Background: an optimization exercise with open tools, aiming at small area, a short achievable clock period and few clock cycles per item. Do not read the settings as production practice.
Function was checked by simulation only, so behaviour that the tests miss may differ from the original.

Design Calu_Covariance_Top, start of the top module:
module Calu_Covariance_Top #(
    parameter N           = 4,
    parameter DATA_WIDTH  = 16,
    parameter ACC_WIDTH   = 32,
    parameter SAMPLES_NUM = 128,
    parameter DONE_WAIT_CYCLES = 10
)(
    input  wire                       iclk,
    input  wire                       irst_n,
    input  wire                       istart,
    input  wire                       idata_valid,
    input  wire [N*DATA_WIDTH-1:0]    idata_i,
    input  wire [N*DATA_WIDTH-1:0]    idata_q,
    output wire [N*ACC_WIDTH-1:0]           oresult_diag,
    output wire [(N*(N-1)/2)*ACC_WIDTH-1:0] oresult_upper_q,
    output wire [(N*(N-1)/2)*ACC_WIDTH-1:0] oresult_upper_i,
    output wire                       oresult_valid,
    output wire                       ocalu_done
);
==> flow/config.mk <==
export PLATFORM = sky130hd
export DESIGN_NAME = Calu_Covariance_Top
export DESIGN_NICKNAME = Calu_Covariance_Top
export VERILOG_FILES = /design/flow/design.v
export SDC_FILE = /design/flow/constraint.sdc
export NUM_CORES = 8
export LEC_CHECK = 0
export CAP_MARGIN = 20
export CORE_MARGIN = 2
export CORE_UTILIZATION = 60
export CTS_CLUSTER_DIAMETER = 120
export CTS_CLUSTER_SIZE = 20
export PLACE_DENSITY = 0.68
export SLEW_MARGIN = 20
export SYNTH_HIERARCHICAL = 1
==> flow/constraint.sdc <==
create_clock -name core_clock -period 9.0 [get_ports {iclk}]
set_input_delay 1.8000 -clock core_clock [delete_from_list [all_inputs] [get_ports {iclk}]]
set_output_delay 1.8000 -clock core_clock [all_outputs]
set_load 0.01 [all_outputs]
standard.sh (not shown) runs the stock make flow with config.mk's settings and CLKGATE_MAP_FILE= SYNTH_SCRIPT=/design/flow/synth_recipe.tcl, a recipe that flattens the netlist after the stock synthesis.
==> flow/flow/run.sh <==
#!/bin/bash
# Own layout flow: the standard layout (standard.sh, unchanged synthesis,
# floorplan, power grid, placement, CTS and routing), run with extra make
# settings on the command line:
#   SETUP_SLACK_MARGIN   timing repair aims for this much setup slack
#   BUFFER_PORTS_ARGS    port buffers are buf_4 cells, not delay buffers
#   MATCH_CELL_FOOTPRINT repair may swap a cell for any cell of the same function
#   MAX_REPAIR_ANTENNAS_ITER_* more antenna-repair rounds after routing
# The clock period and constraints are the standard flow's (constraint.sdc).
# make's full output goes to flow_make.log in this folder; ORFS's per-step
# logs stay under orfs/logs/.
set -euo pipefail
EXTRA="SETUP_SLACK_MARGIN=${FLOW_SETUP_MARGIN:-5.5} 'BUFFER_PORTS_ARGS=-buffer_cell sky130_fd_sc_hd__buf_4' MATCH_CELL_FOOTPRINT=0 MAX_REPAIR_ANTENNAS_ITER_DRT=20 MAX_REPAIR_ANTENNAS_ITER_GRT=20"
sed "s|CLKGATE_MAP_FILE= |CLKGATE_MAP_FILE= ${EXTRA} |" standard.sh > flow_standard.sh
grep -q "SETUP_SLACK_MARGIN=" flow_standard.sh
bash flow_standard.sh > flow_make.log 2>&1
test -s out/final.def
The first run ran to the end with no violations.
Testbench counts at the start, summed over its fixed seeds: cycles 18,352, frames 128.
Change:
Settings changed: CORE_UTILIZATION 60 to 66, PLACE_DENSITY 0.68 to 0.74.
Effect: Wire length went down by 2.0%; hold slack got worse by 0.015 ns; setup slack got worse by 0.10 ns; clock-buffer cell count went down by 4; fmax went down by about 3%; utilization went up by 6.0 points.
Change:
Settings changed: CORE_UTILIZATION 66 to 60, CTS_CLUSTER_DIAMETER 120 to 150, PLACE_DENSITY 0.74 to 0.68.
Effect: The changed run passed the timing, design-rule and antenna checks; clock skew came out higher by 0.0044 ns; synthesized area stays the same; routed wire length came out higher by 2.1%; count of clock-buffer cells in the layout is lower by 5.

========
Another version of the RTL of Calu_Covariance_Top (not shown whole).
Size in the first run: ~21000 cells after synthesis, roughly 0.22 sq mm of cells after synthesis.
Settings: LEC_CHECK=0, CAP_MARGIN=20, CORE_MARGIN=2, CORE_UTILIZATION=60, CTS_CLUSTER_DIAMETER=120, CTS_CLUSTER_SIZE=20, PLACE_DENSITY=0.68, SLEW_MARGIN=20, SYNTH_HIERARCHICAL=1; clock period 9.0 ns.
==> flow/flow/run.sh <==
#!/bin/bash
# Own layout flow: the standard layout (standard.sh, unchanged synthesis,
# floorplan, power grid, placement, CTS and routing), run with extra make
# settings on the command line:
#   SETUP_SLACK_MARGIN   timing repair aims for this much setup slack
#   BUFFER_PORTS_ARGS    port buffers are buf_4 cells, not delay buffers
#   MATCH_CELL_FOOTPRINT repair may swap a cell for any cell of the same function
# The clock period and constraints are the standard flow's (constraint.sdc).
# make's full output goes to flow_make.log in this folder; ORFS's per-step
# logs stay under orfs/logs/.
set -euo pipefail
EXTRA="SETUP_SLACK_MARGIN=${FLOW_SETUP_MARGIN:-5.5} 'BUFFER_PORTS_ARGS=-buffer_cell sky130_fd_sc_hd__buf_4' MATCH_CELL_FOOTPRINT=0"
sed "s|CLKGATE_MAP_FILE= |CLKGATE_MAP_FILE= ${EXTRA} |" standard.sh > flow_standard.sh
grep -q "SETUP_SLACK_MARGIN=" flow_standard.sh
bash flow_standard.sh > flow_make.log 2>&1
test -s out/final.def
The starting point ran to the end with violations: antenna violations.
Testbench counts at the start, summed over its fixed seeds: cycles 18,352, frames 128.
Rerun with:
--- a/flow/flow/run.sh
+++ b/flow/flow/run.sh
@@ -7,0 +8 @@
+#   MAX_REPAIR_ANTENNAS_ITER_* more antenna-repair rounds after routing
@@ -12 +13 @@
-EXTRA="SETUP_SLACK_MARGIN=${FLOW_SETUP_MARGIN:-5.5} 'BUFFER_PORTS_ARGS=-buffer_cell sky130_fd_sc_hd__buf_4' MATCH_CELL_FOOTPRINT=0"
+EXTRA="SETUP_SLACK_MARGIN=${FLOW_SETUP_MARGIN:-5.5} 'BUFFER_PORTS_ARGS=-buffer_cell sky130_fd_sc_hd__buf_4' MATCH_CELL_FOOTPRINT=0 MAX_REPAIR_ANTENNAS_ITER_DRT=20 MAX_REPAIR_ANTENNAS_ITER_GRT=20"
Result: With this change the flow produced a clean layout. Utilization stays flat. Cell area barely changes. Die area is unchanged. Global-route usage stays the same. Clock skew hardly moves. Critical path depth stays the same. Area after synthesis does not change. Cell count is about the same. Fmax is about the same. Routed wire length stays flat.

==> separate check: timing with driven ports <==
How much do the figures lean on ideal ports? The routed layouts below were timed once more, with nothing changed but the port constraints. Step 1 sets driving cells, clkbuf_16 on the clock port and buf_2 on the other inputs (assumed; they add their load-dependent delay and slew). Step 2 adds t to the input delays and takes it off the output delays; t is the mean of the earliest and latest rising clock arrival at the registers after step 1. Input paths then give back, and output paths get back, about the clock's delay inside the block. Three values: ideal, step 1, step 2; two values: the first two.
run | t, ns | slack for setup (ns) | worst setup path at the end | cell pins on the clock port's net
the first run of note 1 | 1.051 | 5.459 / 5.373 / 4.982 | input to register | 1
the second run of note 1 | 1.053 | 5.356 / 5.356 / 5.099 | input to register | 1
the third run of note 1 | 1.056 | 5.383 / 5.383 / 5.005 | input to register | 1
the first run of note 2 | 1.038 | 5.405 / 5.398 / 4.908 | input to register | 1
the second run of note 2 | 1.038 | 5.405 / 5.398 / 4.908 | input to register | 1
